From an optimization exercise on the open Yosys and OpenROAD flow, aimed at small area; shortcuts taken in it are not production practice. Only simulation tests tie the RTL to the original design; equivalence was not proved. Power and IR drop assume default switching activity.

## flow/design.v (module list and top-level ports; edited modules follow where they fit)
// module box: 16 lines
// module variable_counter: 11 lines
// module t_ff: 15 lines
// module move: 10 lines
// module move_below: 72 lines
// module move_final: 68 lines
// module move_up: 141 lines
// module block_shifter: 106 lines
// module block_adder: 110 lines
// module state_final: 71 lines
// module state_below: 110 lines
// module random_number_grabber: 703 lines
// module other_checker: 368 lines
// module control: 359 lines
// module clockdelay: 20 lines
// module game2048_core: 34 lines
module game2048_core(clk, reset, start, direction, board, endstatus, state);
  // ...
==> flow/run.sh <==
#!/bin/bash
# synth_recipe.tcl (not shown) runs the flow's synth.tcl, then flattens the netlist and writes it again
# the make line also repeats each setting of config.mk as NAME=value (left out here)
make -C /OpenROAD-flow-scripts/flow DESIGN_CONFIG=/design/flow/config.mk WORK_HOME=/design/flow/orfs CLKGATE_MAP_FILE= SYNTH_SCRIPT=/design/flow/synth_recipe.tcl finish
==> flow/config.mk <==
export PLATFORM = sky130hd
export DESIGN_NAME = game2048_core
export DESIGN_NICKNAME = game2048_core
export VERILOG_FILES = /design/flow/design.v
export SDC_FILE = /design/flow/constraint.sdc
export NUM_CORES = 4
export LEC_CHECK = 0
export CAP_MARGIN = 20
export CORE_MARGIN = 2
export CORE_UTILIZATION = 40
export SLEW_MARGIN = 20
==> flow/constraint.sdc <==
create_clock -name core_clock -period 12.0 [get_ports {clk}]
set_input_delay 2.4000 -clock core_clock [delete_from_list [all_inputs] [get_ports {clk}]]
set_output_delay 2.4000 -clock core_clock [all_outputs]
set_load 0.01 [all_outputs]
==> impl_metrics.json, run 1 <==
{
  "status": "complete, no violations",
  "synth_fa_ha_area_share_pct": 3.68,
  "clk_share_pct": 0.876,
  "ys.flop_type": "dfxtp_1",
  "clock_latency_ns": 0.39,
  "crit_path_end": "b2.value[0]",
  "postCtsSetupRepairBufs": 0,
  "p_clk_mw": 0.326,
  "arrival_ns": 9.12,
  "worstPathCellList": "or4_2 > buf_4 > xnor2_1 > a21boi_0 > o2111ai_2 > xor2_1 > a21oi_1 > nand4_1 > or3_1 > and3_1 > a32oi_1 > nor3_1 > a31oi_1 > nand4bb_1 > nand4b_4 > or4_1 > nand2_1 > nor2_1 > a22o_1",
  "setup_viol": 0,
  "fin_ws_ns": 3.18,
  "inv_count": 180,
  "sh_seq_area_pct": 3.93,
  "slowest_delay_ns": 0.88,
  "detail-route-antenna-nets": 0,
  "worstRegToRegCells": 19,
  "area_delta_synth_final_pct": 3.92,
  "pre_cts_slack_ns": 3.70,
  "fin_skew_ns": 0.0153,
  "rows": 109,
  "cp.depth": 19,
  "period_needed_ns": 8.82,
  "hold_end": "c0.current_state[1]",
  "root_buffer": "clkbuf_16",
  "reg2reg_to": "b2.value[0]",
  "fmax_mhz": 113,
  "yosysTopAreaCell": "nand2_1",
  "dpl.hpwl_um": 155000,
  "crit_fanout": 65,
  "final_cells": 6433,
  "peakVddDrop_mv": 0.0781,
  "synth-edff-count": 0,
  "rsz0062_at_grt": "no",
  "drc": 0
}
==> module game2048_core, before the edit <==
module game2048_core(clk, reset, start, direction, board, endstatus, state);
	input clk, reset, start;
	input [3:0] direction;              
	output [63:0] board;                
	output [1:0] endstatus;             
	output [2:0] state;
	wire reset_boxes, enable;
	wire [16 * 4 - 1 : 0] newvalues;
	wire [16 * 4 - 1 : 0] oldvalues;
	wire [3:0] box1in, box2in, box3in, box4in, box5in, box6in, box7in, box8in, box9in, box10in, box11in, box12in, box13in, box14in, box15in, box16in;
	wire [3:0] box1out, box2out, box3out, box4out, box5out, box6out, box7out, box8out, box9out, box10out, box11out, box12out, box13out, box14out, box15out, box16out;
	wire [2:0] n_state;
	assign reset_boxes = start | reset;
	box	b1(box1in, enable, reset_boxes, clk, box1out);
	box	b2(box2in, enable, reset_boxes, clk, box2out);
	box	b3(box3in, enable, reset_boxes, clk, box3out);
	box	b4(box4in, enable, reset_boxes, clk, box4out);
	box	b5(box5in, enable, reset_boxes, clk, box5out);
	box	b6(box6in, enable, reset_boxes, clk, box6out);
	box	b7(box7in, enable, reset_boxes, clk, box7out);
	box	b8(box8in, enable, reset_boxes, clk, box8out);
	box	b9(box9in, enable, reset_boxes, clk, box9out);
	box	b10(box10in, enable, reset_boxes, clk, box10out);
	box	b11(box11in, enable, reset_boxes, clk, box11out);
	box	b12(box12in, enable, reset_boxes, clk, box12out);
	box	b13(box13in, enable, reset_boxes, clk, box13out);
	box	b14(box14in, enable, reset_boxes, clk, box14out);
	box	b15(box15in, enable, reset_boxes, clk, box15out);
	box	b16(box16in, enable, reset_boxes, clk, box16out);
	assign {box1in, box2in, box3in, box4in, box5in, box6in, box7in, box8in, box9in, box10in, box11in, box12in, box13in, box14in, box15in, box16in} = newvalues;
	assign oldvalues = {box1out, box2out, box3out, box4out, box5out, box6out, box7out, box8out, box9out, box10out, box11out, box12out, box13out, box14out, box15out, box16out};
	control c0(reset, start, clk, direction, oldvalues, enable, newvalues, endstatus, state, n_state);
	assign board = oldvalues;
endmodule
==> run 2, diff against run 1 <==
==> flow/design.v (replaced) <==
module game2048_core(clk, reset, start, direction, board, endstatus, state);
	input clk, reset, start;
	input [3:0] direction;              
	output [63:0] board;                
	output [1:0] endstatus;             
	output [2:0] state;
	localparam INIT = 3'b101, INIT2 = 3'b001, WAIT = 3'b011, MOVE = 3'b010, END = 3'b000;
	reg [63:0] b;
	reg [2:0] st;
	reg [3:0] cnt;
	reg [1:0] dir;
	assign board = b;
	assign state = st;
	wire clr = reset | start;
	wire mv = (st == MOVE);
	function [3:0] tile(input [63:0] x, input integer r, input integer c);
		tile = x[63 - 16 * r - 4 * c -: 4];
	endfunction
	wire gl = ~mv | (dir == 2'd0);
	wire gr = mv & (dir == 2'd1);
	wire gd = mv & (dir == 2'd2);
	wire gu = mv & (dir == 2'd3);
	wire [15:0] lin [0:3];
	wire [15:0] lout [0:3];
	wire [2:0] leq [0:3];
	genvar u, p, r, c;
	generate for (u = 0; u < 4; u = u + 1) begin : g_u
		for (p = 0; p < 4; p = p + 1) begin : g_p
			assign lin[u][15 - 4 * p -: 4] =
				({4{gl}} & tile(b, u, p)) | ({4{gr}} & tile(b, 3 - u, 3 - p)) |
				({4{gu}} & tile(b, p, u)) | ({4{gd}} & tile(b, 3 - p, 3 - u));
		end
		line u_line(.i(lin[u]), .hold(~mv), .o(lout[u]), .eq(leq[u]));
	end endgenerate
	wire sl = ~clr & gl, sr = ~clr & gr, sd = ~clr & gd, su = ~clr & gu;
	wire [3:0] nt [0:15];
	generate for (r = 0; r < 4; r = r + 1) begin : g_r
		for (c = 0; c < 4; c = c + 1) begin : g_c
			assign nt[4 * r + c] =
				({4{sl}} & lout[r][15 - 4 * c -: 4]) | ({4{sr}} & lout[3 - r][15 - 4 * (3 - c) -: 4]) |
				({4{su}} & lout[c][15 - 4 * r -: 4]) | ({4{sd}} & lout[3 - c][15 - 4 * (3 - r) -: 4]);
		end
	end endgenerate
	wire go = mv & ~clr;
	reg [15:0] e, dec, put;
	reg hit, seen;
	integer i;
	always @(*) begin
		for (i = 0; i < 16; i = i + 1) begin
			e[i] = ~|nt[i];
			dec[i] = (cnt == i);
		end
		hit = |(e & dec);
		seen = 1'b0;
		for (i = 0; i < 16; i = i + 1) begin
			put[i] = go & e[i] & (dec[i] | (~hit & ~seen));
			seen = seen | e[i];
		end
	end
	reg [15:0] op;
	always @(*) begin
		op = 16'd0;
		if (cnt == 4'd0) begin op[4] = 1'b1; op[6] = 1'b1; end
		else if (cnt > 4'd12) begin op[4] = 1'b1; op[14] = 1'b1; end
		else if (cnt > 4'd10) begin op[7] = 1'b1; op[13] = 1'b1; end
		else if (cnt > 4'd6) begin op[0] = 1'b1; op[15] = 1'b1; end
		else if (cnt > 4'd4) begin op[8] = 1'b1; op[11] = 1'b1; end
		else if (cnt > 4'd2) begin op[1] = 1'b1; op[3] = 1'b1; end
		else begin op[7] = 1'b1; op[9] = 1'b1; end
	end
	wire ini = (st == INIT2) & ~clr;
	wire [63:0] nb;
	genvar k;
	generate for (k = 0; k < 16; k = k + 1) begin : g_nb
		assign nb[63 - 4 * k -: 4] = {nt[k][3:1], nt[k][0] | put[k] | (ini & op[k])};
	end endgenerate
	reg win, full, pair;
	always @(*) begin
		win = 1'b0;
		full = 1'b1;
		pair = 1'b0;
		for (i = 0; i < 16; i = i + 1) begin
			win = win | (b[63 - 4 * i -: 4] == 4'd11);
			full = full & (b[63 - 4 * i -: 4] != 4'd0);
		end
		for (i = 0; i < 12; i = i + 1)
			pair = pair | (b[63 - 4 * i -: 4] == b[47 - 4 * i -: 4]);
		for (i = 0; i < 4; i = i + 1)
			pair = pair | (|leq[i]);
	end
	assign endstatus = mv ? 2'b00 : win ? 2'b01 : (full & ~pair) ? 2'b10 : 2'b00;
	always @(posedge clk) begin
		cnt <= reset ? 4'd0 : cnt + 4'd1;
		dir[0] <= (direction == 4'b0010) | (direction == 4'b1000);
		dir[1] <= (direction == 4'b0100) | (direction == 4'b1000);
		b <= nb;
		if (clr)
			st <= INIT;
		else case (st)
			INIT: st <= INIT2;
			INIT2: st <= WAIT;
			WAIT: st <= (endstatus != 2'b00) ? END : (direction != 4'b0000) ? MOVE : WAIT;
			MOVE: st <= WAIT;
			END: st <= END;
			default: st <= INIT;
		endcase
	end
endmodule
module line(i, hold, o, eq);
	input [15:0] i;
	input hold;
	output [15:0] o;
	output [2:0] eq;
	wire [3:0] a0 = i[15:12], a1 = i[11:8], a2 = i[7:4], a3 = i[3:0];
	wire z0 = hold | (|a0), z1 = hold | (|a1), z2 = hold | (|a2);
	wire one = (z0 ^ z1 ^ z2) & ~(z0 & z1 & z2);    
	wire all3 = z0 & z1 & z2;
	wire two = ~one & ~all3 & (z0 | z1 | z2);       
	wire [3:0] t0 = z0 ? a0 : z1 ? a1 : z2 ? a2 : a3;
	wire [3:0] t1 = ({4{z0 & z1}} & a1) | ({4{z2 & (z0 ^ z1)}} & a2) | ({4{one}} & a3);
	wire [3:0] t2 = ({4{all3}} & a2) | ({4{two}} & a3);
	wire [3:0] t3 = {4{all3}} & a3;
	assign eq = {t0 == t1, t1 == t2, t2 == t3};
	wire m0 = ~hold & (|t1) & eq[2];
	wire m1 = ~hold & ~m0 & (|t2) & eq[1];
	wire m2 = ~hold & ~m1 & (|t3) & eq[0];
	wire [3:0] o0 = t0 + m0;
	wire [3:0] o1 = (m0 ? t2 : t1) + (m0 ? m2 : m1);
	wire [3:0] o2 = (m0 | m1) ? (m2 ? 4'd0 : t3) : t2 + m2;
	wire [3:0] o3 = (m0 | m1 | m2) ? 4'd0 : t3;
	assign o = {o0, o1, o2, o3};
endmodule
--- a/flow/config.mk
+++ b/flow/config.mk
@@ -5,7 +5,8 @@
 export SDC_FILE = /design/flow/constraint.sdc
 export NUM_CORES = 4
 export LEC_CHECK = 0
+export ABC_AREA = 1
 export CAP_MARGIN = 20
 export CORE_MARGIN = 2
-export CORE_UTILIZATION = 40
+export CORE_UTILIZATION = 70
 export SLEW_MARGIN = 20
==> run 2 against run 1 <==
  * Sequential cell count did not move
  * Synthesized cell count shrank 64%
  * Clock skew shrank 0.0077 ns
  * Highest routed layer unchanged
  * Critical endpoint is now endstatus[1]
  * Fmax grew 1.8%
  * Non-clock buffer count down 174
  * Global-route usage rose by 11 points
  * Routed wire length fell by 78%
  * Via count shrank 71%
==> impl_metrics.json, run 2 <==
{
  "status": "complete, no violations",
  "grt_use_total_pct": 54.3,
  "hold_buffers": 0,
  "final_common_cell": "nand2_1",
  "clock_latency_ns": 0.35,
  "power.clock.fraction_pct": 46.8,
  "power.leakage_nw": 5.59,
  "ys_types": 57,
  "dr.pass1.iters": 17,
  "syn_area_mm2": 0.0107,
  "synth_top_area_share_pct": 19.7,
  "start_kind": "flop",
  "period_needed_ns": 8.67,
  "detail_route.wirelength_um": 45400,
  "clockBufferDepth": 2,
  "fill_cells": 1269,
  "ys_top_cells_by_area": "nand2_1 (20%), dfxtp_1 (14%), nand3_1 (12%), inv_1 (8.3%), nor2_1 (8.2%)",
  "final_cells": 2166,
  "pre_cts_slack_ns": 4.07,
  "fin_total_pwr_mw": 0.553,
  "relSlewSlack_pct": 22.9,
  "diodes": 0,
  "netSwitchingPower_mw": 0.156,
  "h-tree-depth": 3,
  "root_buffer": "clkbuf_16",
  "antenna_found_initial": 2,
  "yosysTopAreaCell": "nand2_1",
  "final_nets": 2020,
  "clock_sinks": 73,
  "cts_resized": 0,
  "tritoncts": "yes",
  "rsz0062_at_grt": "no",
  "dieArea_mm2": 0.0163,
  "tightest_slew_ns": 1.15,
  "biggestRegsByFlops": "b: 64 flops, cnt: 4 flops, st: 3 flops",
  "grt_pass1_vias": 12700,
  "largest-register": "b",
  "fmax_mhz": 115,
  "grt_pass1_wl_um": 68600,
  "path_clk_slew_ns": 0.06,
  "wire_per_inst_um": 20.9,
  "final_area_mm2": 0.0116,
  "final_cell_mix": "nand2_1 (563), nand3_1 (251), inv_1 (237)",
  "swShare_pct": 28.1,
  "avgSynthCellArea_um2": 5.46,
  "cap_violations": 0,
  "critical-path-top-delay-family": "simple AND/OR/NAND/NOR gates",
  "vias_per_cell": 6.61,
  "fin_skew_ns": 0.00757,
  "coreArea_mm2": 0.0151,
  "drc": 0,
  "placed_area_mm2": 0.0113,
  "area_delta_synth_final_pct": 8.19,
  "required_ns": 9.60,
  "crit_fanout": 80,
  "arrival_ns": 6.27,
  "power.density_mw_per_mm2": 47.8,
  "ys_warn_count": 1,
  "sequentialPowerShare_pct": 45.0,
  "die_y_um": 128,
  "critical_path.slowest_cell": "nand2_1",
  "ys_seq_area_share_pct": 13.7,
  "dp_cells": 2150,
  "syn_nets": 2007,
  "yosysMostFrequentCell": "nand2_1",
  "setup_viol": 0,
  "path_class": "flop to output pin",
  "yosys_register_bits": 73,
  "grt_max_degree": 81,
  "min_period_over_period_pct": 72.2,
  "finalSetupTns_ns": 0,
  "port_buffers": 75,
  "peakVddDrop_mv": 0.0697,
  "dieWidth_um": 128,
  "worstPathCellList": "inv_2 > nand2_2 > nor2_4 > buf_4 > nand2_1 > o21ai_0 > nor2_1 > nand2_2 > inv_1 > ha_1 > ha_1 > inv_1 > nand4_1 > nand2_1 > nand2_1 > nand2_1 > nor2_1 > nand2_1 > nand2_1 > a221oi_1 > nand3_1 > inv_1 > clkdlybuf4s50_1",
  "async_flop_share_pct": 0,
  "cpMostUsedCell": "nand2_1",
  "path_buf_inv": 6,
  "drt-initial-drc-count": 3346,
  "final_max_slew_viol_count": 0,
  "vias": 14300,
  "numCtsBuffers": 9,
  "worst_hold_slack_ns": 0.524,
  "place.gp.congestion": 1.18,
  "largest_register_ff_count": 64,
  "gr-total-overflow": 0,
  "dpl.hpwl_um": 34400,
  "pin_count": 76,
  "crit_path_end_kind": "output pin",
  "synth-edff-count": 0,
  "detail-route-antenna-nets": 0,
  "slowest_delay_ns": 0.77,
  "ys.flop_type": "dfxtp_1",
  "fin_util_pct": 76.8,
  "fin_ws_ns": 3.33,
  "finalHoldViolations": 0,
  "initial_core_util_pct": 70.9,
  "combPwrFrac_pct": 8.1,
  "syn_inst": 1960,
  "rows": 45,
  "ys_top_cells_by_count": "nand2_1 (563), nand3_1 (251), inv_1 (237)",
  "internal_power_mw": 0.398,
  "drive_gt1_share_pct": 5.41,
  "hold_path_class": "flop to flop",
  "postCtsSetupRepairBufs": 0
}
-- run 2: cell type report --
cell class                 instances  area (um2)  share of cell area (%)
clock buffer                      10         229                    1.98
clock inverter                     6        42.5                   0.367
inverter                         252         947                    8.18
multi-input combinational       1555        7860                    67.9
sequential                        73        1460                    12.6
tap                              188         235                    2.03
timing repair buffer              82         803                    6.94
-- run 2: power by group through the flow --
stage	combinational, mW	sequential (mW)	clock [mW]
final	0.0450	0.249	0.259
after global routing	0.0480	0.249	0.265
after CTS	0.0424	0.249	0.254
after detailed placement	0.0417	0.254	0
after global placement	0.0413	0.254	0
after floorplan	0.0283	0.252	0
-- run 2: worst paths after layout --
kind	slack (ns)	cells after the start	end	startpoint
worst max-delay path	3.33	23	endstatus[1]	st[2]
worst max register to register	4.14	38	b[60]	st[2]
worst min register to register	0.52	1	cnt[0]	cnt[0]
worst min-delay path	0.52	1	cnt[0]	cnt[0]
-- run 2: worst reg2reg max path, delay by kind of cell (launching register included) --
family | cells | cell delay, ns
flip-flops | 1 | 0.35
buffers and inverters | 7 | 1.45
AND/OR/NAND/NOR | 25 | 4.17
adder cells (fa/ha/maj) | 4 | 1.02
AO/OA/AOI/OAI | 2 | 0.75
-- run 2: kinds of logic after synthesis --
family	count (synthesis)	synth area share (%)
AND/OR/NAND/NOR	1246	52.3
adder cells (fa/ha/maj)	40	4.68
XOR/XNOR	64	5.24
flip-flops	73	13.7
AO/OA/AOI/OAI	205	11.3
buffers and inverters	332	12.9
-- run 2: routing by layer --
layer / wire length, um / GRT usage, % / vias to the layer above
met5: 47 / 0.619 / -
met4: 4370 / 36.4 / 2
met3: 8270 / 24.3 / 378
met2: 17100 / 75.0 / 1346
met1: 15600 / 67.3 / 6160
li1: - / - / 6434
==> run 3, diff against run 2 <==
--- a/flow/design.v
+++ b/flow/design.v
@@ -23,6 +23,7 @@
 	wire [15:0] lin [0:3];
 	wire [15:0] lout [0:3];
 	wire [2:0] leq [0:3];
+	wire [3:0] lfull;
 	genvar u, p, r, c;
 	generate for (u = 0; u < 4; u = u + 1) begin : g_u
 		for (p = 0; p < 4; p = p + 1) begin : g_p
@@ -30,7 +31,7 @@
 				({4{gl}} & tile(b, u, p)) | ({4{gr}} & tile(b, 3 - u, 3 - p)) |
 				({4{gu}} & tile(b, p, u)) | ({4{gd}} & tile(b, 3 - p, 3 - u));
 		end
-		line u_line(.i(lin[u]), .hold(~mv), .o(lout[u]), .eq(leq[u]));
+		line u_line(.i(lin[u]), .hold(~mv), .o(lout[u]), .eq(leq[u]), .full(lfull[u]));
 	end endgenerate
 	wire sl = ~clr & gl, sr = ~clr & gr, sd = ~clr & gd, su = ~clr & gu;
 	wire [3:0] nt [0:15];
@@ -74,21 +75,18 @@
 	generate for (k = 0; k < 16; k = k + 1) begin : g_nb
 		assign nb[63 - 4 * k -: 4] = {nt[k][3:1], nt[k][0] | put[k] | (ini & op[k])};
 	end endgenerate
-	reg win, full, pair;
+	reg win, pair;
 	always @(*) begin
 		win = 1'b0;
-		full = 1'b1;
 		pair = 1'b0;
-		for (i = 0; i < 16; i = i + 1) begin
-			win = win | (b[63 - 4 * i -: 4] == 4'd11);
-			full = full & (b[63 - 4 * i -: 4] != 4'd0);
-		end
+		for (i = 0; i < 16; i = i + 1)
+			win = win | (b[63 - 4 * i] & b[61 - 4 * i] & b[60 - 4 * i]);
 		for (i = 0; i < 12; i = i + 1)
 			pair = pair | (b[63 - 4 * i -: 4] == b[47 - 4 * i -: 4]);
 		for (i = 0; i < 4; i = i + 1)
 			pair = pair | (|leq[i]);
 	end
-	assign endstatus = mv ? 2'b00 : win ? 2'b01 : (full & ~pair) ? 2'b10 : 2'b00;
+	assign endstatus = mv ? 2'b00 : win ? 2'b01 : ((&lfull) & ~pair) ? 2'b10 : 2'b00;
 	always @(posedge clk) begin
 		cnt <= reset ? 4'd0 : cnt + 4'd1;
 		dir[0] <= (direction == 4'b0010) | (direction == 4'b1000);
@@ -106,27 +104,33 @@
 		endcase
 	end
 endmodule
-module line(i, hold, o, eq);
+module line(i, hold, o, eq, full);
 	input [15:0] i;
 	input hold;
 	output [15:0] o;
 	output [2:0] eq;
+	output full;
 	wire [3:0] a0 = i[15:12], a1 = i[11:8], a2 = i[7:4], a3 = i[3:0];
-	wire z0 = hold | (|a0), z1 = hold | (|a1), z2 = hold | (|a2);
-	wire one = (z0 ^ z1 ^ z2) & ~(z0 & z1 & z2);    
-	wire all3 = z0 & z1 & z2;
-	wire two = ~one & ~all3 & (z0 | z1 | z2);       
-	wire [3:0] t0 = z0 ? a0 : z1 ? a1 : z2 ? a2 : a3;
-	wire [3:0] t1 = ({4{z0 & z1}} & a1) | ({4{z2 & (z0 ^ z1)}} & a2) | ({4{one}} & a3);
-	wire [3:0] t2 = ({4{all3}} & a2) | ({4{two}} & a3);
-	wire [3:0] t3 = {4{all3}} & a3;
-	assign eq = {t0 == t1, t1 == t2, t2 == t3};
-	wire m0 = ~hold & (|t1) & eq[2];
-	wire m1 = ~hold & ~m0 & (|t2) & eq[1];
-	wire m2 = ~hold & ~m1 & (|t3) & eq[0];
-	wire [3:0] o0 = t0 + m0;
-	wire [3:0] o1 = (m0 ? t2 : t1) + (m0 ? m2 : m1);
-	wire [3:0] o2 = (m0 | m1) ? (m2 ? 4'd0 : t3) : t2 + m2;
-	wire [3:0] o3 = (m0 | m1 | m2) ? 4'd0 : t3;
+	wire z0 = |a0, z1 = |a1, z2 = |a2, z3 = |a3;
+	wire y1 = hold | z1, y2 = hold | z2;
+	wire [3:0] s1 = y1 ? a1 : y2 ? a2 : a3;
+	wire [3:0] s2 = y2 ? a2 : a3;
+	wire E0 = a0 == s1, E1 = a1 == s2, E2 = a2 == a3;
+	assign eq = {E0, E1, E2};
+	assign full = z0 & z1 & z2 & z3;
+	wire h0 = ~hold & z0 & E0;
+	wire h1 = ~hold & z1 & ~h0 & E1;
+	wire c2 = (h0 & ~z1) | h1;
+	wire h2 = ~hold & z2 & ~c2 & E2;
+	wire k0 = hold | z0;
+	wire k1 = hold | (z1 & ~h0);
+	wire k2 = hold | (z2 & ~c2);
+	wire k3 = ~((h0 & ~z1 & ~z2) | (h1 & ~z2) | h2);
+	wire [3:0] v0 = a0 + h0, v1 = a1 + h1, v2 = a2 + h2, v3 = a3;
+	wire [1:0] p1 = k0, p2 = k0 + k1, p3 = k0 + k1 + k2;
+	wire [3:0] o0 = v0 | ({4{~k0}} & v1) | ({4{~k0 & ~k1}} & v2) | ({4{~k0 & ~k1 & ~k2}} & v3);
+	wire [3:0] o1 = ({4{k1 & p1 == 1}} & v1) | ({4{k2 & p2 == 1}} & v2) | ({4{k3 & p3 == 1}} & v3);
+	wire [3:0] o2 = ({4{k2 & p2 == 2}} & v2) | ({4{k3 & p3 == 2}} & v3);
+	wire [3:0] o3 = {4{k3 & p3 == 3}} & v3;
 	assign o = {o0, o1, o2, o3};
 endmodule
==> flow/flow/run.sh (new file) <==
#!/bin/bash
# Layout flow: the standard synthesis with an area-oriented ABC script
# (flow/synth.tcl, flow/area.abc), then the standard flow's own layout (standard.sh)
# from the synthesised netlist to finish, with buf_1 cells as the port
# buffers. Each tool's output goes to a log
# file in the work folder.
set -euo pipefail
W=$(pwd)
export MY_ABC_SCRIPT="$W/flow/area.abc"
# every port still gets its own buffer, a buf_1 (the output load is 0.01 pF)
export BUFFER_PORTS_ARGS="-buffer_cell sky130_fd_sc_hd__buf_1"
make -C "$FLOW_HOME" DESIGN_CONFIG="$W/config.mk" WORK_HOME="$W/orfs" CLKGATE_MAP_FILE= \
  SYNTH_SCRIPT="$W/flow/synth.tcl" synth > "$W/synth.log" 2>&1
bash "$W/standard.sh" > "$W/layout.log" 2>&1
==> flow/flow/area.abc (new file) <==
strash; &get -n; &fraig -x; &put; scorr; dc2; strash; &get -n; &dch -f; &put; amap; topo
==> flow/flow/synth.tcl (new file) <==
# The standard synthesis script (synth_recipe.tcl), except that ABC maps
# the logic with flow/area.abc (an area-oriented script using amap) instead
# of ORFS's script. Every other ABC argument (liberty, dont_use cells,
# constraints) is kept, and the registers are mapped before ABC runs, so they
# are the standard synthesis's.
proc synth {args} { yosys synth -nofsm -noshare {*}$args }
proc abc {args} {
  set out {}
  set skip 0
  foreach a $args {
    if {$skip} { set skip 0; continue }
    if {$a eq "-script"} { set skip 1; continue }
    lappend out $a
  }
  yosys abc -script $::env(MY_ABC_SCRIPT) {*}$out
}
source $::env(SCRIPTS_DIR)/synth.tcl
# left out here: clear keep_hierarchy, flatten, clean up, hide names made inside functions, write 1_2_yosys.v
==> flow/standard.sh (new file) <==
#!/bin/bash
# synth_recipe.tcl (not shown) runs the flow's synth.tcl, then flattens the netlist and writes it again
# the make line also repeats each setting of config.mk as NAME=value (left out here)
make -C /OpenROAD-flow-scripts/flow DESIGN_CONFIG=/design/flow/config.mk WORK_HOME=/design/flow/orfs CLKGATE_MAP_FILE= SYNTH_SCRIPT=/design/flow/synth_recipe.tcl "${@:-finish}"
--- a/flow/config.mk
+++ b/flow/config.mk
@@ -8,5 +8,5 @@
 export ABC_AREA = 1
 export CAP_MARGIN = 20
 export CORE_MARGIN = 2
-export CORE_UTILIZATION = 70
+export CORE_UTILIZATION = 45
 export SLEW_MARGIN = 20
removed: flow/run.sh
==> run 3 against run 2 <==
  * Still clean
  * Synthesized cell count fell by 40%
  * Clock power rose by 12%
  * Count of clock-buffer cells in the layout fell by 1
  * Clock skew rose by 0.0014 ns
  * Power rose by 3.0%
  * Cell count fell by 31%
  * Die area rose by 11%
  * Core utilization fell by 24 points
  * Worst setup slack got worse by 2.3 ns
  * Largest cell class unchanged
  * Highest routed layer unchanged
==> impl_metrics.json, run 3 <==
{
  "biggestRegsByFlops": "b: 64 flops, cnt: 4 flops, st: 3 flops",
  "slowest_delay_ns": 0.57,
  "dr.pass1.iters": 18,
  "required_ns": 12.26,
  "r2r_slack_ns": 0.99,
  "grt_max_degree": 33,
  "synth.area.mux_share_pct": 0,
  "grt_pass1_vias": 9485,
  "coreArea_mm2": 0.0166,
  "crit_path_end": "b[0]",
  "fin_skew_ns": 0.00892,
  "timing.rr.start": "st[1]",
  "largest-register": "b",
  "die_y_um": 135,
  "drive_gt1_share_pct": 3.81,
  "gr-total-overflow": 0,
  "start_kind": "flop",
  "final_max_slew_viol_count": 0,
  "clockBufferDepth": 2,
  "h-tree-depth": 3,
  "worst_hold_slack_ns": 0.462,
  "power.density_mw_per_mm2": 64.8,
  "netSwitchingPower_mw": 0.151,
  "setup_viol": 0,
  "synth_top_family_by_area": "compound AO/OA/AOI/OAI gates",
  "min_period_over_period_pct": 91.7,
  "ys_types": 47,
  "detail-route-antenna-nets": 0,
  "ys_top_cells_by_area": "dfxtp_1 (19%), o22ai_1 (13%), clkinv_1 (10%), nor2_1 (7.9%), ha_1 (5.9%)",
  "yosysMostFrequentCell": "clkinv_1",
  "syn_area_mm2": 0.00769,
  "power.clock.fraction_pct": 50.8,
  "critical_path.slowest_cell": "nor4_2",
  "finalSetupTns_ns": 0,
  "rsz0062_at_grt": "no",
  "swShare_pct": 26.5,
  "finalHoldViolations": 0,
  "ys.flop_type": "dfxtp_1",
  "final_cells": 1505,
  "vias_per_cell": 6.93,
  "synth-edff-count": 0,
  "fmax_mhz": 90.9,
  "yosysTopAreaCell": "dfxtp_1",
  "drc": 0,
  "syn_nets": 1215,
  "worstRegToRegCells": 39,
  "yosys_register_bits": 73,
  "clock_latency_ns": 0.36,
  "tritoncts": "yes",
  "reg2reg_to": "b[0]",
  "synth_fa_ha_area_share_pct": 6.89,
  "fin_total_pwr_mw": 0.570,
  "setup.worst_path.start": "st[1]",
  "antenna_found_initial": 2,
  "port_buffers": 75,
  "crit_path_end_kind": "flop",
  "cts_resized": 0,
  "path_clk_slew_ns": 0.07,
  "fill_cells": 1757,
  "rows": 47,
  "cp.depth": 39,
  "postCtsSetupRepairBufs": 0,
  "async_flop_share_pct": 0,
  "area_delta_synth_final_pct": 14.3,
  "tightest_slew_ns": 1.13,
  "final_nets": 1327,
  "drt-initial-drc-count": 1523,
  "status": "complete, no violations",
  "initial_core_util_pct": 46.2,
  "grt_use_total_pct": 42.5,
  "pin_count": 76,
  "syn_inst": 1168,
  "final_cell_mix": "clkinv_1 (206), o22ai_1 (164), nor2_1 (159)",
  "yosys.area_share.simple_pct": 23.8,
  "avgSynthCellArea_um2": 6.59,
  "place.gp.congestion": 1.07,
  "relSlewSlack_pct": 24.3,
  "wire_per_inst_um": 25.9,
  "largest_register_ff_count": 64,
  "grt_pass1_wl_um": 57700,
  "ys_warn_count": 1,
  "synthXorXnorAreaFrac_pct": 0.228,
  "path_class": "flop to flop",
  "power.leakage_nw": 2.87,
  "period_needed_ns": 11.01,
  "cpMostUsedCell": "clkinv_1",
  "hold_path_class": "flop to flop",
  "hold_buffers": 0,
  "clock_sinks": 73,
  "critical-path-top-delay-family": "simple AND/OR/NAND/NOR gates",
  "sequentialPowerShare_pct": 43.5,
  "cap_violations": 0,
  "detail_route.wirelength_um": 38900,
  "synth_compound_area_share_pct": 40.0,
  "dieWidth_um": 135,
  "diodes": 0,
  "numCtsBuffers": 9,
  "final_common_cell": "clkinv_1",
  "dp_cells": 1489,
  "arrival_ns": 11.26,
  "crit_fanout": 24,
  "dpl.hpwl_um": 31700,
  "internal_power_mw": 0.419,
  "peakVddDrop_mv": 0.0660,
  "dieArea_mm2": 0.0182,
  "path_buf_inv": 8,
  "synth_top_area_share_pct": 19.0,
  "root_buffer": "clkbuf_16",
  "combPwrFrac_pct": 5.8,
  "vias": 10400,
  "ys_seq_area_share_pct": 19.0,
  "ys_top_cells_by_count": "clkinv_1 (206), o22ai_1 (164), nor2_1 (161)"
}
run 3: cell types whose count changed after synthesis, sizes merged, moves of 51 or more:
cell    change
nand4      -69
nand2     -532
nand3     -232
xnor2      -51
clkinv    +201
o22ai     +130
inv       -247
nor2      -104
run 3: worst min-delay path by stage:
stage	start	slack (ns)	endpoint	cells past startpoint
6_report	cnt[0]	0.46	cnt[0]	1
4_1_cts	cnt[0]	0.47	cnt[0]	1
2_1_floorplan	cnt[0]	0.42	cnt[0]	1
5_1_grt	cnt[0]	0.48	cnt[0]	1
3_3_place_gp	cnt[0]	0.44	cnt[0]	1
3_5_place_dp	cnt[0]	0.45	cnt[0]	1
run 3: worst reg2reg max path: cells and delay by family (launching register included):
| kind | cells | cell delay (ns) |
|---|---|---|
| AOI/OAI and AO/OA | 12 | 3.21 |
| DFF | 1 | 0.35 |
| adders and majority gates | 1 | 0.52 |
| and+or+nand+nor | 18 | 5.36 |
| buffers and inverters | 8 | 1.49 |
run 3: logic make-up after synthesis:
kind of cell,Yosys count
AOI/OAI and AO/OA,460
xor gates and xnor gates,2
adders and majority gates,40
buffers and inverters,206
DFF,73
and+or+nand+nor,387
run 3: through the flow:
step | cell area, um2 | worst slack, ns | util [%]
floorplan | 7690 | 1.26 | -
global placement | 8460 | 1.25 | 50.8
detailed placement | 8460 | 1.06 | 50.8
CTS | 8770 | 0.986 | 52.7
global route | 8790 | 0.195 | 52.8
finish | 8790 | 0.995 | 52.8
run 3: power groups by stage:
stage	registers [mW]	clock network [mW]	logic, mW
6_report	0.248	0.289	0.0329
4_1_cts	0.247	0.290	0.0315
5_1_grt	0.248	0.301	0.0360
3_3_place_gp	0.253	0	0.0315
2_1_floorplan	0.252	0	0.0207
3_5_place_dp	0.253	0	0.0314
run 3: layout make-up:
cell class	count	area (um2)	share of cell area, %
clock inverter	7	85.1	0.968
tap	220	275	3.13
timing repair buffer	101	477	5.42
multi-input combinational	889	5500	62.5
inverter	206	773	8.79
sequential	73	1460	16.6
clock buffer	9	225	2.56
run 3: routing by layer:
layer	wire (um)	up-vias	GRT usage, %
li1	-	4743	-
met1	14800	4705	53.4
met2	16600	795	64.4
met3	4730	188	11.6
met4	2790	4	26.5
met5	23	-	0
==> run 4, diff against run 3 <==
--- a/flow/design.v
+++ b/flow/design.v
@@ -110,6 +110,9 @@
 	output [15:0] o;
 	output [2:0] eq;
 	output full;
+	function [3:0] inc(input [3:0] x, input c);
+		inc = {x[3] | (c & x[2] & x[1] & x[0]), x[2] ^ (c & x[1] & x[0]), x[1] ^ (c & x[0]), x[0] ^ c};
+	endfunction
 	wire [3:0] a0 = i[15:12], a1 = i[11:8], a2 = i[7:4], a3 = i[3:0];
 	wire z0 = |a0, z1 = |a1, z2 = |a2, z3 = |a3;
 	wire y1 = hold | z1, y2 = hold | z2;
@@ -126,7 +129,7 @@
 	wire k1 = hold | (z1 & ~h0);
 	wire k2 = hold | (z2 & ~c2);
 	wire k3 = ~((h0 & ~z1 & ~z2) | (h1 & ~z2) | h2);
-	wire [3:0] v0 = a0 + h0, v1 = a1 + h1, v2 = a2 + h2, v3 = a3;
+	wire [3:0] v0 = inc(a0, h0), v1 = inc(a1, h1), v2 = inc(a2, h2), v3 = a3;
 	wire [1:0] p1 = k0, p2 = k0 + k1, p3 = k0 + k1 + k2;
 	wire [3:0] o0 = v0 | ({4{~k0}} & v1) | ({4{~k0 & ~k1}} & v2) | ({4{~k0 & ~k1 & ~k2}} & v3);
 	wire [3:0] o1 = ({4{k1 & p1 == 1}} & v1) | ({4{k2 & p2 == 1}} & v2) | ({4{k3 & p3 == 1}} & v3);
==> flow/flow/run.sh (replaced) <==
#!/bin/bash
# Layout flow: the standard synthesis with an area-oriented ABC script
# (flow/synth.tcl, flow/area.abc), then the standard flow's own layout (standard.sh)
# from the synthesised netlist to finish, with buf_1 cells as the port
# buffers and a clock tree of clkbuf_8 cells. Each tool's output goes to a log
# file in the work folder.
set -euo pipefail
W=$(pwd)
export MY_ABC_SCRIPT="$W/flow/area.abc"
# every port still gets its own buffer, a buf_1 (the output load is 0.01 pF)
export BUFFER_PORTS_ARGS="-buffer_cell sky130_fd_sc_hd__buf_1"
# clock tree of clkbuf_8 cells, without dummy loads
export CTS_ARGS="-sink_clustering_enable -repair_clock_nets -buf_list sky130_fd_sc_hd__clkbuf_8 -root_buf sky130_fd_sc_hd__clkbuf_8 -dont_use_dummy_load"
make -C "$FLOW_HOME" DESIGN_CONFIG="$W/config.mk" WORK_HOME="$W/orfs" CLKGATE_MAP_FILE= \
  SYNTH_SCRIPT="$W/flow/synth.tcl" synth > "$W/synth.log" 2>&1
bash "$W/standard.sh" > "$W/layout.log" 2>&1
==> run 4 against run 3 <==
  * Non-clock buffer count shrank 7
  * Global-route usage decreased by 0.51 points
  * Combinational power is 2% higher
  * Critical path depth decreased by 1
  * Register-to-register slack gained 0.40 ns
  * Highest routed layer unchanged
  * Sequential cell count stayed put
  * Design area decreased by 3.2%
  * Largest cell class unchanged
  * Sequential share of layout area up 0.54 points
  * First-iteration DRC count rose by 40%
  * Hold slack better by 0.039 ns
  * Core utilization decreased by 1.7 points
==> impl_metrics.json, run 4 <==
{
  "synth_compound_area_share_pct": 38.3,
  "tritoncts": "yes",
  "placed_area_mm2": 0.00839,
  "path_class": "flop to flop",
  "fmax_mhz": 94.3,
  "ys_seq_area_share_pct": 19.1,
  "hold_path_class": "flop to flop",
  "start_kind": "flop",
  "diodes": 0,
  "numCtsBuffers": 9,
  "dpl.hpwl_um": 31500,
  "port_buffers": 75,
  "detail-route-antenna-nets": 0,
  "dieWidth_um": 135,
  "ys_top_cells_by_count": "clkinv_1 (209), o22ai_1 (178), nor2_1 (169)",
  "yosys_register_bits": 73,
  "root_buffer": "clkbuf_8",
  "clockBufferDepth": 2,
  "combPwrFrac_pct": 7.8,
  "grt_pass1_wl_um": 57900,
  "min_period_over_period_pct": 88.3,
  "synth-edff-count": 0,
  "dieArea_mm2": 0.0181,
  "grt_pass1_vias": 9739,
  "synthXorXnorAreaFrac_pct": 0.228,
  "syn_area_mm2": 0.00767,
  "rsz0062_at_grt": "no",
  "final_common_cell": "clkinv_1",
  "crit_path_end_kind": "flop",
  "biggestRegsByFlops": "b: 64 flops, cnt: 4 flops, st: 3 flops",
  "vias": 10900,
  "power.density_mw_per_mm2": 50.5,
  "detail_route.wirelength_um": 38900,
  "dr.pass1.iters": 6,
  "tightest_slew_ns": 1.15,
  "period_needed_ns": 10.60,
  "arrival_ns": 10.84,
  "syn_inst": 1197,
  "final_cell_mix": "clkinv_1 (209), o22ai_1 (178), nor2_1 (168)",
  "yosysMostFrequentCell": "clkinv_1",
  "final_area_mm2": 0.00852,
  "die_y_um": 135,
  "synth_top_family_by_area": "compound AO/OA/AOI/OAI gates",
  "synth_fa_ha_area_share_pct": 4.96,
  "grt_max_degree": 33,
  "setup_viol": 0,
  "place.gp.congestion": 1.13,
  "power.clock.fraction_pct": 34.6,
  "critical_path.slowest_cell": "nor4_1",
  "cap_violations": 0,
  "area_delta_synth_final_pct": 11.0,
  "fill_cells": 1763,
  "final_nets": 1337,
  "rows": 47,
  "initial_core_util_pct": 46.1,
  "clock_latency_ns": 0.36,
  "synth_top_area_share_pct": 19.1,
  "coreArea_mm2": 0.0166,
  "clock_sinks": 73,
  "syn_nets": 1232,
  "status": "complete, no violations",
  "largest-register": "b",
  "worst_hold_slack_ns": 0.501,
  "drt-initial-drc-count": 2138,
  "ys_types": 45,
  "postCtsSetupRepairBufs": 0,
  "cts_resized": 0,
  "async_flop_share_pct": 0,
  "synth.area.mux_share_pct": 0,
  "avgSynthCellArea_um2": 6.41,
  "wire_per_inst_um": 25.6,
  "ys_warn_count": 2,
  "peakVddDrop_mv": 0.0702,
  "relSlewSlack_pct": 21.3,
  "fin_skew_ns": 0.0194,
  "pin_count": 76,
  "antenna_found_initial": 1,
  "ys_top_cells_by_area": "dfxtp_1 (19%), o22ai_1 (15%), clkinv_1 (10%), nor2_1 (8.3%), o21ai_0 (5.9%)",
  "final_max_slew_viol_count": 0,
  "path_clk_slew_ns": 0.07,
  "sequentialPowerShare_pct": 57.6,
  "yosysTopAreaCell": "dfxtp_1",
  "ys.flop_type": "dfxtp_1",
  "netSwitchingPower_mw": 0.110,
  "swShare_pct": 25.5,
  "crit_fanout": 26,
  "required_ns": 12.24,
  "finalHoldViolations": 0,
  "power.leakage_nw": 2.56,
  "vias_per_cell": 7.16,
  "slowest_delay_ns": 0.73,
  "internal_power_mw": 0.321,
  "grt_use_total_pct": 42.0,
  "largest_register_ff_count": 64,
  "yosys.area_share.simple_pct": 27.2,
  "h-tree-depth": 3,
  "hold_buffers": 0,
  "gr-total-overflow": 0,
  "drive_gt1_share_pct": 2.46,
  "finalSetupTns_ns": 0,
  "drc": 0
}
==> run 4: cell types whose count changed in the layout (fill, tap and decap cells not counted), sizes merged, moves of 8 or more <==
cell    change
a21oi      -10
a222oi     -13
ha         -12
nand2      +18
nor2        +8
nor3       +23
nor4       +15
o22ai      +14
==> run 4: stage by stage <==
step | cells | power [mW] | setup slack (ns) | utilization [%]
after detailed placement | 1511 | 0.285 | 1.85 | 50.4
after CTS | 1520 | 0.429 | 1.78 | 51.1
after floorplan | 1197 | 0.273 | 0.981 | -
after global placement | 1511 | 0.286 | 1.93 | 50.3
final | 1520 | 0.430 | 1.40 | 51.2
after global routing | 1520 | 0.443 | 0.616 | 51.2
==> run 4: critical path, delay by kind of cell, from the launching register on <==
family | cells | cell delay, ns
fa+ha+maj | 1 | 0.50
simple gates | 22 | 6.49
buf+inv | 6 | 1.22
compound gates | 9 | 1.87
flops | 1 | 0.36
==> run 4: cells by family after synthesis <==
| family | after synthesis |
|---|---|
| AO/OA/AOI/OAI | 445 |
| adder cells (fa/ha/maj) | 28 |
| AND/OR/NAND/NOR | 440 |
| buffers and inverters | 209 |
| flip-flops | 73 |
| XOR/XNOR | 2 |
==> run 4: area by class of cell <==
cell class,instances,area (um2),share of cell area [%]
Clock buffer,9,124,1.45
Inverter,209,785,9.21
Multi-Input combinational cell,915,5450,64.0
Sequential cell,73,1460,17.2
Tap cell,220,275,3.23
Timing Repair Buffer,94,424,4.98
==> run 4: path summary, 6_finish.rpt <==
check,startpoint,end,slack (ns),cells after the start
setup / recovery,st[1],b[0],1.40,38
setup reg to reg,st[1],b[0],1.40,38
hold / removal,cnt[0],cnt[0],0.50,1
hold reg to reg,cnt[0],cnt[0],0.50,1
==> run 4: power by group through the flow <==
stage / sequential [mW] / combinational, mW / clock, mW
detailed placement: 0.253 / 0.0323 / 0
CTS: 0.247 / 0.0325 / 0.149
finish: 0.248 / 0.0336 / 0.149
global route: 0.248 / 0.0364 / 0.158
floorplan: 0.252 / 0.0209 / 0
global placement: 0.253 / 0.0332 / 0
==> run 4: per-layer routing <==
metal	global-route usage, %	routed length, um	part of all wire, %	up-vias
met1	55.3	14700	38	4922
met3	11.8	5810	15	227
li1	-	-	-	4783
met4	23.2	2630	6.8	2
met5	0	34	0.087	-
met2	61.8	15700	40	955
==> run 5, diff against run 4 <==
==> flow/flow/area.abc (replaced) <==
strash; &get -n; &fraig -x; &put; scorr; dc2; dc2; dc2; strash; &get -n; &dch -f; &put; amap -F 20 -A 50 -C 1000; topo
--- a/flow/config.mk
+++ b/flow/config.mk
@@ -9,4 +9,5 @@
 export CAP_MARGIN = 20
 export CORE_MARGIN = 2
 export CORE_UTILIZATION = 45
+export GPL_TIMING_DRIVEN = 0
 export SLEW_MARGIN = 20
==> run 5 against run 4 <==
  * Still clean on timing, DRC and antenna
  * Sequential power barely moved
  * Count of clock-buffer cells in the layout did not move
  * Clock power is 4% higher
  * Sequential share of layout area grew 0.19 points
  * Critical path depth down 2
  * Register-to-register slack worse by 0.99 ns
  * Design area decreased by 1.1%
  * Worst setup slack got worse by 0.99 ns
  * Cell count fell by 5.9%
  * Critical endpoint unchanged
  * Largest cell class unchanged
==> impl_metrics.json, run 5 <==
{
  "crit_fanout": 13,
  "critical_path.slowest_cell": "o21ai_1",
  "syn_inst": 1115,
  "numCtsBuffers": 9,
  "swShare_pct": 26.4,
  "largest_register_ff_count": 64,
  "drive_gt1_share_pct": 5.02,
  "fin_ws_ns": 0.405,
  "ys_top_cells_by_count": "clkinv_1 (190), o21ai_0 (129), nor2_1 (128)",
  "vias_per_cell": 7.20,
  "slowest_delay_ns": 0.69,
  "dpl.hpwl_um": 29500,
  "status": "complete, no violations",
  "period_needed_ns": 11.60,
  "seq_area_mm2": 0.00146,
  "arrival_ns": 11.86,
  "dieArea_mm2": 0.0175,
  "sequentialPowerShare_pct": 56.9,
  "power.leakage_nw": 2.54,
  "path_buf_inv": 6,
  "final_cell_mix": "clkinv_1 (188), nor2_1 (118), o21ai_0 (116)",
  "initial_core_util_pct": 46.3,
  "rsz0062_at_grt": "no",
  "antenna_found_initial": 0,
  "netSwitchingPower_mw": 0.115,
  "dr.pass1.iters": 14,
  "final_common_cell": "clkinv_1",
  "gr-total-overflow": 0,
  "clock_latency_ns": 0.38,
  "fin_total_pwr_mw": 0.435,
  "h-tree-depth": 3,
  "biggestRegsByFlops": "b: 64 flops, cnt: 4 flops, st: 3 flops",
  "die_y_um": 132,
  "fin_util_pct": 52.6,
  "grt_pass1_wl_um": 53800,
  "cap_violations": 0,
  "wire_per_inst_um": 25.8,
  "final_nets": 1251,
  "largest-register": "b",
  "path_clk_slew_ns": 0.08,
  "pre_cts_slack_ns": -3.70,
  "min_period_over_period_pct": 96.6,
  "fill_cells": 1722,
  "synth_top_area_share_pct": 19.7,
  "start_kind": "flop",
  "clockBufferDepth": 2,
  "pin_count": 76,
  "crit_path_end_kind": "flop",
  "ys_types": 44,
  "syn_area_mm2": 0.00740,
  "peakVddDrop_mv": 0.0767,
  "diodes": 0,
  "avgSynthCellArea_um2": 6.64,
  "ys_top_cells_by_area": "dfxtp_1 (20%), a222oi_1 (10%), clkinv_1 (9.6%), o22ai_1 (9.5%), o21ai_0 (8.7%)",
  "grt_pass1_vias": 8841,
  "syn_nets": 1150,
  "root_buffer": "clkbuf_8",
  "tritoncts": "yes",
  "drc": 0,
  "ys_warn_count": 2,
  "detail_route.wirelength_um": 36900,
  "hold_buffers": 0,
  "internal_power_mw": 0.320,
  "combPwrFrac_pct": 7.4,
  "async_flop_share_pct": 0,
  "relSlewSlack_pct": 21.6,
  "fin_skew_ns": 0.0246,
  "path_class": "flop to flop",
  "synth-edff-count": 0,
  "multi_input_area_mm2": 0.00544,
  "grt_max_degree": 30,
  "grt_use_total_pct": 40.2,
  "clock_sinks": 73,
  "dieWidth_um": 132,
  "finalHoldViolations": 0,
  "ys_seq_area_share_pct": 19.7,
  "critical-path-top-delay-family": "simple AND/OR/NAND/NOR gates",
  "rows": 46,
  "place.gp.congestion": 1.04,
  "setup_viol": 0,
  "power.density_mw_per_mm2": 51.7,
  "required_ns": 12.27,
  "drt-initial-drc-count": 2104,
  "final_max_slew_viol_count": 0,
  "coreArea_mm2": 0.0160,
  "yosysTopAreaCell": "dfxtp_1",
  "fmax_mhz": 86.2,
  "yosysMostFrequentCell": "clkinv_1",
  "tightest_slew_ns": 1.16,
  "power.clock.fraction_pct": 35.6,
  "yosys_register_bits": 73,
  "vias": 10300,
  "hold_path_class": "flop to flop",
  "ys.flop_type": "dfxtp_1",
  "area_delta_synth_final_pct": 13.8,
  "detail-route-antenna-nets": 0,
  "port_buffers": 75
}
[run 5: path summary, 6_finish.rpt]
kind / startpoint / end / slack (ns) / cells after the start
max reg2reg: dir[1] / b[0] / 0.40 / 36
min: cnt[0] / cnt[0] / 0.51 / 1
min reg2reg: cnt[0] / cnt[0] / 0.51 / 1
max: dir[1] / b[0] / 0.40 / 36
[run 5: timing repair]
| action | 4_1_cts | 5_1_grt |
|---|---|---|
| pin swaps | 2 | 4 |
| resized for setup | 28 | 25 |
| buffers inserted | 3 | 6 |
| gates cloned | 1 | 0 |
| setup endpoints to repair | 17 | 8 |
[run 5: per-layer routing]
| layer | track usage [%] | share of wire [%] |
|---|---|---|
| met1 | 51.6 | 38 |
| met2 | 58.6 | 40 |
| met3 | 15.6 | 16 |
| met4 | 19.2 | 5.9 |
| met5 | 3.33 | 0 |
[run 5: through the flow]
stage,area [um2],setup TNS (ns),std cells,hold slack [ns]
after floorplan,7400,0,1115,0.455
after global placement,7950,-40.23,1406,0.495
after detailed placement,8030,-37.68,1410,0.494
after CTS,8310,0,1423,0.510
after global routing,8420,0,1430,0.536
final,8420,0,1430,0.506
[run 5: cells by family after synthesis]
family,after synthesis,synth area share (%)
compound gates,479,43.4
xor+xnor,1,0.118
fa+ha+maj,28,5.14
buf+inv,190,9.63
flops,73,19.7
simple gates,344,22.0
[run 5: area by class of cell]
cell class,instances,share of cell area (%)
multi-input cells,852,64.6
repair buffers,89,4.69
repair inverters,1,0.0446
clock buffers,9,1.47
flip-flops and latches,73,17.3
inverters,190,8.60
well taps,216,3.21
[run 5: power by group through the flow]
stage	logic (mW)	registers, mW	clock network [mW]
after floorplan	0.0198	0.252	0
after global placement	0.0303	0.253	0
after detailed placement	0.0301	0.253	0
after CTS	0.0306	0.247	0.154
after global routing	0.0350	0.248	0.165
final	0.0323	0.248	0.155
==> run 6, diff against run 5 <==
--- a/flow/config.mk
+++ b/flow/config.mk
@@ -9,5 +9,4 @@
 export CAP_MARGIN = 20
 export CORE_MARGIN = 2
 export CORE_UTILIZATION = 45
-export GPL_TIMING_DRIVEN = 0
 export SLEW_MARGIN = 20
==> run 6 against run 5 <==
  * Still clean on timing, DRC and antenna
  * Non-clock buffer count up 7
  * Routed wire length up 3.7%
  * Synthesized cell count unchanged
  * Global-route usage up 1.7 points
  * Power up 0.67%
  * Critical path depth up 7
  * First-iteration DRC count up 10%
  * Core utilization down 0.72 points
  * Critical endpoint is now b[8]
  * Highest routed layer unchanged
==> impl_metrics.json, run 6 <==
{
  "rows": 46,
  "required_ns": 12.27,
  "ys_warn_count": 2,
  "hold_buffers": 0,
  "ys_seq_area_share_pct": 19.7,
  "arrival_ns": 11.51,
  "synth_top_area_share_pct": 19.7,
  "biggestRegsByFlops": "b: 64 flops, cnt: 4 flops, st: 3 flops",
  "fin_skew_ns": 0.0207,
  "ys_top_cells_by_area": "dfxtp_1 (20%), a222oi_1 (10%), clkinv_1 (9.6%), o22ai_1 (9.5%), o21ai_0 (8.7%)",
  "cpMostUsedCell": "clkinv_1",
  "largest-register": "b",
  "ys_types": 44,
  "fill_cells": 1721,
  "fin_util_pct": 51.9,
  "hold_path_class": "flop to flop",
  "postCtsSetupRepairBufs": 0,
  "vias": 10500,
  "detail_route.wirelength_um": 38200,
  "place.gp.congestion": 1.10,
  "tritoncts": "yes",
  "finalSetupTns_ns": 0,
  "final_cell_mix": "clkinv_1 (189), nor2_1 (125), o21ai_0 (123)",
  "coreArea_mm2": 0.0160,
  "path_class": "flop to flop",
  "dieArea_mm2": 0.0175,
  "h-tree-depth": 3,
  "status": "complete, no violations",
  "relSlewSlack_pct": 31.0,
  "root_buffer": "clkbuf_8",
  "final_max_slew_viol_count": 0,
  "syn_area_mm2": 0.00740,
  "grt_use_total_pct": 41.9,
  "power.leakage_nw": 2.52,
  "yosys_register_bits": 73,
  "dpl.hpwl_um": 30500,
  "wire_per_inst_um": 26.6,
  "peakVddDrop_mv": 0.0818,
  "path_clk_slew_ns": 0.08,
  "drc": 0,
  "final_common_cell": "clkinv_1",
  "drt-initial-drc-count": 2320,
  "critical_path.slowest_cell": "o22ai_1",
  "area_delta_synth_final_pct": 12.2,
  "start_kind": "flop",
  "slowest_delay_ns": 0.53,
  "final_area_mm2": 0.00831,
  "largest_register_ff_count": 64,
  "port_buffers": 75,
  "fmax_mhz": 88.9,
  "syn_inst": 1115,
  "clock_sinks": 73,
  "synth-edff-count": 0,
  "die_y_um": 132,
  "initial_core_util_pct": 46.3,
  "yosysMostFrequentCell": "clkinv_1",
  "vias_per_cell": 7.30,
  "grt_max_degree": 30,
  "period_needed_ns": 11.24,
  "detail-route-antenna-nets": 0,
  "rsz0062_at_grt": "no",
  "crit_path_end_kind": "flop",
  "ys_top_cells_by_count": "clkinv_1 (190), o21ai_0 (129), nor2_1 (128)",
  "finalHoldViolations": 0,
  "grt_pass1_wl_um": 55800,
  "placed_area_mm2": 0.00812,
  "syn_nets": 1150,
  "dr.pass1.iters": 14,
  "cap_violations": 0,
  "dieWidth_um": 132,
  "power.density_mw_per_mm2": 52.7,
  "avgSynthCellArea_um2": 6.64,
  "ys.flop_type": "dfxtp_1",
  "final_nets": 1257,
  "grt_pass1_vias": 9085,
  "diodes": 0,
  "cts_resized": 0,
  "numCtsBuffers": 9,
  "pin_count": 76,
  "clockBufferDepth": 2,
  "crit_fanout": 29,
  "clock_latency_ns": 0.38,
  "gr-total-overflow": 0,
  "yosysTopAreaCell": "dfxtp_1",
  "async_flop_share_pct": 0,
  "min_period_over_period_pct": 93.7,
  "tightest_slew_ns": 1.03,
  "drive_gt1_share_pct": 3.61,
  "setup_viol": 0,
  "antenna_found_initial": 0
}
==> run 6: cell counts after synthesis <==
Identical to the previous run, type by type.
==> run 6: report_power, final <==
part | total (mW) | internal (mW) | switching, mW
clock | 0.159 | 0.0670 | 0.0916
sequential | 0.247 | 0.244 | 0.00336
combinational | 0.0320 | 0.00897 | 0.0230
==> run 6: cell type report <==
type	instances	area (um2)	area share (%)
multi-input cells	852	5290	63.7
clock buffers	9	124	1.49
repair buffers	96	443	5.33
well taps	216	270	3.25
inverters	190	717	8.63
flip-flops and latches	73	1460	17.6
==> run 6: path summary, 6_finish.rpt <==
| kind | from | end | slack, ns | cells past startpoint |
|---|---|---|---|---|
| setup reg to reg | st[1] | b[8] | 0.76 | 43 |
| setup / recovery | st[1] | b[8] | 0.76 | 43 |
| hold / removal | cnt[0] | cnt[0] | 0.53 | 1 |
| hold reg to reg | cnt[0] | cnt[0] | 0.53 | 1 |
==> run 6: cells by family (layout without fill, tap and decap cells) <==
logic type | after synthesis | count (layout) | share of synthesized area, %
adders and majority gates | 28 | 28 | 5.14
AOI/OAI and AO/OA | 479 | 479 | 43.4
xor gates and xnor gates | 1 | 1 | 0.118
buffers and inverters | 190 | 295 | 9.63
DFF | 73 | 73 | 19.7
and+or+nand+nor | 344 | 344 | 22.0
==> run 6: per-stage QoR <==
step | hold slack [ns] | power (mW) | setup slack, ns | instances
global placement | 0.499 | 0.284 | 0.680 | 1426
finish | 0.535 | 0.438 | 0.755 | 1436
global route | 0.568 | 0.449 | 0.00934 | 1436
floorplan | 0.455 | 0.272 | 0.778 | 1115
CTS | 0.535 | 0.436 | 0.700 | 1436
detailed placement | 0.517 | 0.283 | 0.739 | 1427
==> run 6: routing by layer <==
layer | up-vias | GRT usage, % | part of all wire [%]
met5 | - | 0 | 0
met4 | 0 | 22.1 | 6.4
met3 | 188 | 12.2 | 14
met2 | 899 | 61.2 | 41
met1 | 4780 | 55.6 | 39
li1 | 4609 | - | -
==> run 6: critical path, delay by kind of cell (launching register included) <==
kind	cells	cell delay, ns
buf+inv	10	1.94
flops	1	0.40
fa+ha+maj	1	0.50
xor+xnor	1	0.17
compound gates	12	3.39
simple gates	19	4.70
==> run 7, diff against run 6 <==
--- a/flow/config.mk
+++ b/flow/config.mk
@@ -6,7 +6,7 @@
 export NUM_CORES = 4
 export LEC_CHECK = 0
 export ABC_AREA = 1
-export CAP_MARGIN = 20
+export CAP_MARGIN = 5
 export CORE_MARGIN = 2
 export CORE_UTILIZATION = 45
-export SLEW_MARGIN = 20
+export SLEW_MARGIN = 5
==> run 7 against run 6 <==
  * Still clean
  * First-iteration DRC count grew 1.3%
  * Cell count grew 0.21%
  * Clock skew is essentially flat
  * Die area is the same
  * Combinational power is essentially flat
  * Synthesized cell count is the same
  * Clock power is essentially flat
  * Via count shrank 0.99%
  * Worst setup slack lost 0.062 ns
  * Sequential share of layout area shrank 0.084 points
  * Routed wire length shrank 0.28%
  * Fmax shrank 0.55%
  * Largest power group unchanged
==> impl_metrics.json, run 7 <==
{
  "finalSetupTns_ns": 0,
  "final_common_cell": "clkinv_1",
  "clock_sinks": 73,
  "power.density_mw_per_mm2": 52.2,
  "avgSynthCellArea_um2": 6.64,
  "power.leakage_nw": 2.53,
  "syn_area_mm2": 0.00740,
  "vias_per_cell": 7.21,
  "placed_area_mm2": 0.00811,
  "pin_count": 76,
  "grt_use_total_pct": 41.7,
  "fin_skew_ns": 0.0211,
  "yosys_register_bits": 73,
  "coreArea_mm2": 0.0160,
  "start_kind": "flop",
  "netSwitchingPower_mw": 0.116,
  "path_buf_inv": 9,
  "grt_pass1_vias": 9082,
  "slowest_delay_ns": 0.58,
  "final_max_slew_viol_count": 0,
  "drc": 0,
  "crit_fanout": 16,
  "yosysMostFrequentCell": "clkinv_1",
  "ys_types": 44,
  "combPwrFrac_pct": 7.4,
  "numCtsBuffers": 9,
  "final_cell_mix": "clkinv_1 (189), nor2_1 (126), o21ai_0 (124)",
  "final_cells": 1439,
  "path_clk_slew_ns": 0.08,
  "detail_route.wirelength_um": 38100,
  "period_needed_ns": 11.31,
  "largest-register": "b",
  "fill_cells": 1734,
  "ys_top_cells_by_count": "clkinv_1 (190), o21ai_0 (129), nor2_1 (128)",
  "peakVddDrop_mv": 0.0685,
  "cap_violations": 0,
  "met2_usage_pct": 60.3,
  "biggestRegsByFlops": "b: 64 flops, cnt: 4 flops, st: 3 flops",
  "dieWidth_um": 132,
  "port_buffers": 75,
  "clock_latency_ns": 0.37,
  "pre_cts_slack_ns": 0.663,
  "relSlewSlack_pct": 11.7,
  "tightest_slew_ns": 1.32,
  "die_y_um": 132,
  "critical-path-top-delay-family": "simple AND/OR/NAND/NOR gates",
  "vias": 10400,
  "place.gp.congestion": 1.10,
  "fin_util_pct": 52.2,
  "drt-initial-drc-count": 2350,
  "largest_register_ff_count": 64,
  "hold_path_class": "flop to flop",
  "initial_core_util_pct": 46.3,
  "final_area_mm2": 0.00835,
  "use_met3_pct": 12.3,
  "crit_path_end_kind": "flop",
  "ys_warn_count": 2,
  "dr.pass1.iters": 13,
  "fmax_mhz": 88.4,
  "fin_ws_ns": 0.693,
  "yosysTopAreaCell": "dfxtp_1",
  "area_delta_synth_final_pct": 12.8,
  "root_buffer": "clkbuf_8",
  "ys_top_cells_by_area": "dfxtp_1 (20%), a222oi_1 (10%), clkinv_1 (9.6%), o22ai_1 (9.5%), o21ai_0 (8.7%)",
  "synth-edff-count": 0,
  "cpMostUsedCell": "clkinv_1",
  "grt_max_degree": 30,
  "h-tree-depth": 3,
  "path_class": "flop to flop",
  "syn_nets": 1150,
  "grt_pass1_wl_um": 56000,
  "gr-total-overflow": 0,
  "synth_top_area_share_pct": 19.7,
  "final_nets": 1259,
  "tritoncts": "yes",
  "dp_cells": 1426,
  "required_ns": 12.27,
  "async_flop_share_pct": 0,
  "detail-route-antenna-nets": 0,
  "clockBufferDepth": 2,
  "status": "complete, no violations",
  "ys_seq_area_share_pct": 19.7,
  "top_usage_layer": "met2",
  "arrival_ns": 11.57,
  "drive_gt1_share_pct": 3.93,
  "internal_power_mw": 0.320,
  "critical_path.slowest_cell": "fa_1",
  "ys.flop_type": "dfxtp_1",
  "setup_viol": 0,
  "power.clock.fraction_pct": 35.9,
  "dpl.hpwl_um": 30500,
  "antenna_found_initial": 0,
  "wire_per_inst_um": 26.5,
  "rows": 46,
  "grtUsageMet1_pct": 55.3,
  "min_period_over_period_pct": 94.2,
  "sequentialPowerShare_pct": 56.7,
  "dieArea_mm2": 0.0175,
  "finalHoldViolations": 0,
  "swShare_pct": 26.6,
  "syn_inst": 1115
}
run 7: final timing paths:
path / startpoint / endpoint / slack, ns / depth (start not counted)
max: st[1] / b[0] / 0.69 / 41
min: cnt[0] / cnt[0] / 0.52 / 1
max reg2reg: st[1] / b[0] / 0.69 / 41
min reg2reg: cnt[0] / cnt[0] / 0.52 / 1
run 7: timing repair:
action	CTS	global route
hold buffers	0	0
resized for setup	0	21
setup endpoints to repair	0	5
setup buffers	0	3
run 7: layout make-up:
cell class / instances / area [um2] / area share [%]
timing repair buffer: 98 / 454 / 5.44
tap: 216 / 270 / 3.24
multi-input combinational: 852 / 5320 / 63.7
sequential: 73 / 1460 / 17.5
inverter: 190 / 717 / 8.59
antenna: 1 / 2.50 / 0.0300
clock buffer: 9 / 124 / 1.48
run 7: logic make-up (layout without fill, tap and decap cells):
logic type / count (synthesis) / in the layout / synth area share [%]
compound gates: 479 / 479 / 43.4
xor+xnor: 1 / 1 / 0.118
fa+ha+maj: 28 / 28 / 5.14
buf+inv: 190 / 297 / 9.63
flops: 73 / 73 / 19.7
other cells: 0 / 1 / 0
simple gates: 344 / 344 / 22.0
run 7: layer usage:
layer	up-vias	wire, um
met1	4639	14300
met2	932	15500
met5	-	0
li1	4623	-
met4	0	2470
met3	178	5920
run 7: power by group through the flow:
| stage | combinational [mW] | clock [mW] | sequential (mW) |
|---|---|---|---|
| floorplan | 0.0198 | 0 | 0.252 |
| global placement | 0.0312 | 0 | 0.253 |
| detailed placement | 0.0304 | 0 | 0.253 |
| CTS | 0.0306 | 0.157 | 0.247 |
| global route | 0.0344 | 0.165 | 0.247 |
| finish | 0.0321 | 0.157 | 0.247 |
run 7: through the flow:
stage / hold slack (ns) / power, mW
floorplan: 0.455 / 0.272
global placement: 0.499 / 0.284
detailed placement: 0.514 / 0.283
CTS: 0.530 / 0.435
global route: 0.561 / 0.447
finish: 0.522 / 0.436

==> afterwards: timing with drivers on the ports <==
In the flow no input, the clock included, has a driving cell. The finished layouts below were timed again as built, in two steps.
Step 1 assumes that a clkbuf_16 drives the clock port and a buf_2 every other input.
Step 2 also shifts input and output timing later by t, the mid clock arrival at the registers, as if the neighbouring blocks saw the same clock.
Three values: ideal ports, drivers, drivers and shift; two values: the first two.
run	shift t [ns]	slack for setup (ns)	latest minus earliest clock arrival (ns)	slew at the worst register clock pin (ns)	cell pins on the clock port's net
run 1	0.440	3.176 / 3.176 / 3.176	0.015 / 0.015	0.08 / 0.08	1
run 2	0.393	3.334 / 3.288 / 3.681	0.007 / 0.008	0.06 / 0.06	1
run 3	0.397	0.995 / 0.995 / 0.995	0.010 / 0.010	0.07 / 0.07	1
run 4	0.388	1.399 / 1.399 / 1.399	0.020 / 0.019	0.08 / 0.08	1
run 5	0.402	0.405 / 0.405 / 0.405	0.025 / 0.024	0.08 / 0.08	1
run 6	0.410	0.755 / 0.755 / 0.755	0.021 / 0.021	0.08 / 0.08	1
run 7	0.398	0.693 / 0.693 / 0.693	0.022 / 0.021	0.08 / 0.08	1
After both steps every run listed still meets setup and hold.
